Background: an optimization exercise with open tools, aiming at small area. Do not read the settings as production practice. Function was checked by simulation only, so behaviour that the tests miss may differ from the original. No activity file was given, so power comes from the tool's default toggle rates.

Design elink_trig_summer, start of the top module:
module elink_trig_summer(clk,reset,data_in1,data_in2,data_in3,data_in4,data_out);
Size in the first run: ~480 cells after synthesis, roughly 230 flip-flops, roughly 0.0064 sq mm of cells after synthesis.
Settings: LEC_CHECK=0, CAP_MARGIN=20, CORE_MARGIN=2, CORE_UTILIZATION=60, CTS_BUF_LIST=sky130_fd_sc_hd__clkbuf_4, CTS_CLUSTER_DIAMETER=40, CTS_CLUSTER_SIZE=10, SLEW_MARGIN=20; clock period 5.0 ns.
run.sh (not shown) runs the stock make flow with config.mk's settings and CLKGATE_MAP_FILE= SYNTH_SCRIPT=/design/flow/synth_recipe.tcl, a recipe that flattens the netlist after the stock synthesis.
The first run passed the timing, DRC and antenna checks.
Rerun with:
--- a/flow/config.mk
+++ b/flow/config.mk
@@ -9,6 +9,3 @@
 export CORE_MARGIN = 2
-export CORE_UTILIZATION = 60
-export CTS_BUF_LIST = sky130_fd_sc_hd__clkbuf_4
-export CTS_CLUSTER_DIAMETER = 40
-export CTS_CLUSTER_SIZE = 10
+export CORE_UTILIZATION = 40
 export SLEW_MARGIN = 20
Cell count grows by 12%.
Non-clock buffer count rises by 1.
Critical path depth drops by 2.
Setup slack improves by 0.0034 ns.
Clock-buffer cell count came out higher by 1.
Die area goes up by 48%.
Sequential power barely changes.
Clock power came out higher by 110%.
Total power rose by 23%.
Register-to-register slack is about the same.
Rerun with:
--- a/flow/config.mk
+++ b/flow/config.mk
@@ -9,3 +9,7 @@
 export CORE_MARGIN = 2
-export CORE_UTILIZATION = 40
+export CORE_UTILIZATION = 60
+export CTS_BUF_LIST = sky130_fd_sc_hd__clkbuf_4
+export CTS_CLUSTER_DIAMETER = 40
+export CTS_CLUSTER_SIZE = 10
+export GPL_TIMING_DRIVEN = 0
 export SLEW_MARGIN = 20
- The changed run finished clean
- cell area came out lower by a little under a tenth
- wire length came out lower by a few percent
- flip-flop and latch count does not change
- final cell count came out lower by roughly a tenth
- setup slack loses 0.11 ns
- total power came out lower by about a fifth
Rerun with:
==> flow/flow/run.sh (new file) <==
#!/bin/bash
# Standard ORFS layout with smaller port buffers and a clock tree of small
# buffers without dummy loads. Each tool's output is logged under orfs/logs;
# the make output goes to flow_make.log in the work folder.
set -euo pipefail
bash standard.sh \
  "BUFFER_PORTS_ARGS=-buffer_cell sky130_fd_sc_hd__buf_1" \
  "CTS_ARGS=-sink_clustering_enable -repair_clock_nets -dont_use_dummy_load -buf_list sky130_fd_sc_hd__clkbuf_4 -sink_clustering_size 10 -sink_clustering_max_diameter 40" \
  finish > flow_make.log 2>&1
==> flow/standard.sh (new file) <==
#!/bin/bash
# synth_recipe.tcl (not shown) runs the flow's synth.tcl, then flattens the netlist and writes it again
# the make line also repeats each setting of config.mk as NAME=value (left out here)
make -C /OpenROAD-flow-scripts/flow DESIGN_CONFIG=/design/flow/config.mk WORK_HOME=/design/flow/orfs CLKGATE_MAP_FILE= SYNTH_SCRIPT=/design/flow/synth_recipe.tcl "${@:-finish}"
--- a/flow/config.mk
+++ b/flow/config.mk
@@ -10,6 +10,2 @@
 export CORE_UTILIZATION = 60
-export CTS_BUF_LIST = sky130_fd_sc_hd__clkbuf_4
-export CTS_CLUSTER_DIAMETER = 40
-export CTS_CLUSTER_SIZE = 10
-export GPL_TIMING_DRIVEN = 0
 export SLEW_MARGIN = 20
removed: flow/run.sh
=> Core utilization shrinks by 6.1 points. Critical path depth came out higher by 2. Area after synthesis is unchanged. Cell area drops by 8.3%. Wire length fell by 5.2%. Hold slack hardly moves. Total power is lower by 8.0%. Register-to-register slack is better by 0.02 ns.

* * *

elink_trig_summer again, from the RTL that the note above started with.
export LEC_CHECK = 0
export CAP_MARGIN = 20
export CORE_MARGIN = 2
export CORE_UTILIZATION = 60
export CTS_BUF_LIST = sky130_fd_sc_hd__clkbuf_8
export CTS_CLUSTER_DIAMETER = 50
export CTS_CLUSTER_SIZE = 15
export SLEW_MARGIN = 20
create_clock -name core_clock -period 5.0 [get_ports {clk}]
Stock flow here: none of the scripts above is used.
==> next run, changes <==
==> flow/flow/run.sh (new file) <==
#!/bin/bash
# Standard ORFS layout, except:
#  - synthesis skips Yosys's generic ABC pass before full-adder extraction
#    (flow/my_synth.tcl), so the adders map to clean fa/ha cells;
#  - ports get buf_1 buffers;
#  - the clock tree uses clkbuf_4 without dummy loads.
# Each tool's output is logged under orfs/logs; make's output goes to flow_make.log.
set -euo pipefail
W=$PWD
bash standard.sh \
  "SYNTH_SCRIPT=$W/flow/my_synth.tcl" \
  "BUFFER_PORTS_ARGS=-buffer_cell sky130_fd_sc_hd__buf_1" \
  "CTS_ARGS=-sink_clustering_enable -repair_clock_nets -dont_use_dummy_load -buf_list sky130_fd_sc_hd__clkbuf_4 -sink_clustering_size 10 -sink_clustering_max_diameter 40" \
  finish > flow_make.log 2>&1
==> flow/flow/my_synth.tcl (new file) <==
proc synth {args} {
  if {[lsearch -exact $args "fine:"] >= 0} {
    yosys synth -nofsm -noshare -noabc {*}$args
  } else {
    yosys synth -nofsm -noshare {*}$args
  }
}
source $::env(SCRIPTS_DIR)/synth.tcl
# left out here: clear keep_hierarchy, flatten, clean up, hide names made inside functions, write 1_2_yosys.v
==> flow/standard.sh (new file) <==
#!/bin/bash
# synth_recipe.tcl (not shown) runs the flow's synth.tcl, then flattens the netlist and writes it again
# the make line also repeats each setting of config.mk as NAME=value (left out here)
make -C /OpenROAD-flow-scripts/flow DESIGN_CONFIG=/design/flow/config.mk WORK_HOME=/design/flow/orfs CLKGATE_MAP_FILE= SYNTH_SCRIPT=/design/flow/synth_recipe.tcl "${@:-finish}"
- CTS_BUF_LIST: sky130_fd_sc_hd__clkbuf_8 -> unset
- CTS_CLUSTER_DIAMETER: 50 -> unset
- CTS_CLUSTER_SIZE: 15 -> unset
removed: flow/run.sh
The new run passed the timing, DRC and antenna checks.
Design area decreases by about 11%.
Maximum frequency rises by 2.5%.
Non-clock buffer count came out lower by 10.
Sequential power hardly moves.
Setup slack gets better by 0.12 ns.

-- separate check: timing with driven ports --
No port has a modelled driver above. Below, the same layouts with a new extraction and two added sets of constraints. Step 1, drivers: a clkbuf_16 drives clk and a buf_2 each remaining input, both assumed. Step 2, shift: input delay + t, output delay - t, t = (earliest + latest rising clock arrival at the registers) / 2. This alone moves slack from input paths to output paths. Slacks: ideal / step 1 / step 2; pairs: ideal / step 1.
run | t (ns) | slack for setup (ns) | worst slew at a driven data input, ns
the first run of note 1 | 0.613 | 0.182 / 0.186 / -0.428 | 0.04
the second run of note 1 | 0.522 | 0.185 / 0.204 / -0.317 | 0.04
the third run of note 1 | 0.592 | 0.078 / 0.086 / -0.506 | 0.04
the fourth run of note 1 | 0.592 | 0.355 / 0.359 / -0.233 | 0.03
the first run of note 2 | 0.504 | 0.210 / 0.220 / -0.284 | 0.04
the second run of note 2 | 0.588 | 0.326 / 0.337 / -0.251 | 0.04
Met with ideal ports but missed after step 2: setup timing in every run listed. For the first run of note 1, which loses most, drivers alone change the setup slack by +0.004 ns; drivers and shift together by -0.610 ns.
